This design comes from an exercise in tuning for small area on the open sky130 flow, not from production work.
The RTL was checked by simulation tests, not by an equivalence proof against the original design.
Power and IR drop assume default switching activity.

run D:
==> flow/design.v <==
module ASP #(parameter data_size = 32, parameter tag_size = 8, parameter mem_depth = 256) (
    input clk,
    input reset,
    input data_parity_ready_in,
    input[(data_size):0] data_parity_in,
    input network_data_ready_in,
    input network_ACK_in,
    input[(data_size+tag_size-1):0] network_data_tag_in,
    output parity_error_out,
    output host_data_ready_out,
    output[(data_size-1):0] host_data_out,
    output network_data_ready_out,
    output network_ACK_out,
    output[(data_size+tag_size-1):0] network_data_tag_out
);
    function [7:0] tag;
        input [31:0] d;
        reg [7:0] b0, b1, b2, b3;
        begin
            b0 = ~d[7:0];
            b1 = d[15:8];
            b2 = ~d[23:16];
            b3 = ~d[31:24];
            tag = {b0[2:0], b0[7:3]} ^ {b1[2:0], b1[7:3]} ^ {b2[5:0], b2[7:6]} ^ {b3[0], b3[7:1]};
        end
    endfunction
    wire e_in = ^data_parity_in;
    wire m_in = (network_data_tag_in[7:0] == tag(network_data_tag_in[39:8]));
    wire a_in = network_data_ready_in & ~network_ACK_in & m_in;
    wire t_in = ~network_data_ready_in & data_parity_ready_in & ~e_in;
    reg [31:0] h1, n1, x2, x3, y2, y3;
    reg e1, e2, e3, a1, a2, a3, t1, t2, t3;
    always @(posedge clk) begin
        h1 <= data_parity_in[32:1];
        n1 <= network_data_tag_in[39:8];
        x2 <= ({32{e1}} & h1) | ({32{a1 & ~e1}} & n1);
        y2 <= ({32{a1}} & n1) | ({32{t1}} & h1);
        x3 <= x2;
        y3 <= y2;
        if (reset) begin
            {e1, a1, t1} <= 3'b000;
            {e2, a2, t2} <= 3'b000;
            {e3, a3, t3} <= 3'b000;
        end else begin
            {e1, a1, t1} <= {e_in, a_in, t_in};
            {e2, a2, t2} <= {e1, a1, t1};
            {e3, a3, t3} <= {e2, a2, t2};
        end
    end
    assign parity_error_out       = ~reset & e3;
    assign host_data_ready_out    = ~reset & (e3 | a3);
    assign network_data_ready_out = ~reset & (t3 | a3);
    assign network_ACK_out        = ~reset & a3;
    assign host_data_out          = x3;
    assign network_data_tag_out   = {y3, tag(y3)};
endmodule
clock: 5.0 ns
lec_check: 0
cap_margin: 20
core_margin: 2
core_utilization: 60
slew_margin: 20
standard.sh (not shown) runs the stock make flow with config.mk's settings and CLKGATE_MAP_FILE= SYNTH_SCRIPT=/design/flow/synth_recipe.tcl, a recipe that flattens the netlist after the stock synthesis.
==> flow/flow/run.sh <==
#!/bin/bash
set -euo pipefail
export BUFFER_PORTS_ARGS="-buffer_cell sky130_fd_sc_hd__buf_1"
export CTS_ARGS="-sink_clustering_enable -repair_clock_nets -dont_use_dummy_load -buf_list sky130_fd_sc_hd__clkbuf_4 -sink_clustering_size 12 -sink_clustering_max_diameter 40"
bash standard.sh > standard.log 2>&1
[inputs] run C vs run D
--- a/flow/design.v
+++ b/flow/design.v
@@ -23,19 +23,21 @@
             b3 = ~d[31:24];
             tag = {b0[2:0], b0[7:3]} ^ {b1[2:0], b1[7:3]} ^ {b2[5:0], b2[7:6]} ^ {b3[0], b3[7:1]};
         end
     endfunction
+    wire [31:0] h = data_parity_in[32:1];
+    wire [31:0] n = network_data_tag_in[39:8];
     wire e_in = ^data_parity_in;
-    wire m_in = (network_data_tag_in[7:0] == tag(network_data_tag_in[39:8]));
+    wire m_in = (tag(n) == network_data_tag_in[7:0]);
     wire a_in = network_data_ready_in & ~network_ACK_in & m_in;
     wire t_in = ~network_data_ready_in & data_parity_ready_in & ~e_in;
-    reg [31:0] h1, n1, x2, x3, y2, y3;
+    reg [31:0] x1, x2, x3, y1, y2, y3;
     reg e1, e2, e3, a1, a2, a3, t1, t2, t3;
     always @(posedge clk) begin
-        h1 <= data_parity_in[32:1];
-        n1 <= network_data_tag_in[39:8];
-        x2 <= ({32{e1}} & h1) | ({32{a1 & ~e1}} & n1);
-        y2 <= ({32{a1}} & n1) | ({32{t1}} & h1);
+        x1 <= e_in ? h : n;
+        y1 <= network_data_ready_in ? n : h;
+        x2 <= x1;
+        y2 <= y1;
         x3 <= x2;
         y3 <= y2;
         if (reset) begin
             {e1, a1, t1} <= 3'b000;
Findings:
Run C ends up with a routability-driven placement congestion ratio that is 0.11 lower than in run D.
In run C, horizontal die dimension is higher than in run D.
Per the comparison of run C with run D, worst setup slack higher, count of hold-fix buffers inserted at cts closely matched the old numbers.
Lower share of power burned in the clock network among run D and run C: run C
Of run D and run C, the higher via count of the first global-routing pass belongs to run D.
Run C has portion of the post-synthesis area used by sequential elements below what run D had.
Delta (run C minus run D): area of the multi-input gates has increased; number of vias after detailed routing saw a decrease.
Compared with run D, in run C critical-path maximum fanout -1; routed wire length dropped about 8%.

==> port drivers added, routing unchanged <==
No port has a modelled driver above. Below, the same layouts with a new extraction and two added sets of constraints.
Step 1 (the two cells are an assumption about what drives the block):
set clk [get_ports {clk}]
set_driving_cell -lib_cell sky130_fd_sc_hd__clkbuf_16 $clk
set_driving_cell -lib_cell sky130_fd_sc_hd__buf_2 [delete_from_list [all_inputs] $clk]
Step 2 adds t to the input delays and takes it off the output delays; t is the mean of the earliest and latest rising clock arrival at the registers after step 1. Input paths then give back, and output paths get back, about the clock's delay inside the block.
a / b / c = no drivers / after step 1 / after step 2; a / b = the first two.
| run | t, ns | slack for setup (ns) | latest minus earliest clock arrival (ns) | pins driven straight from the clock port |
|---|---|---|---|---|
| run D | 0.558 | 2.040 / 2.017 / 2.017 | 0.060 / 0.060 | 1 |
| run C | 0.556 | 2.057 / 2.035 / 1.520 | 0.039 / 0.039 | 1 |
After both steps every run listed still meets setup and hold. For run C, which loses most, drivers alone change the setup slack by -0.022 ns; drivers and shift together by -0.537 ns.
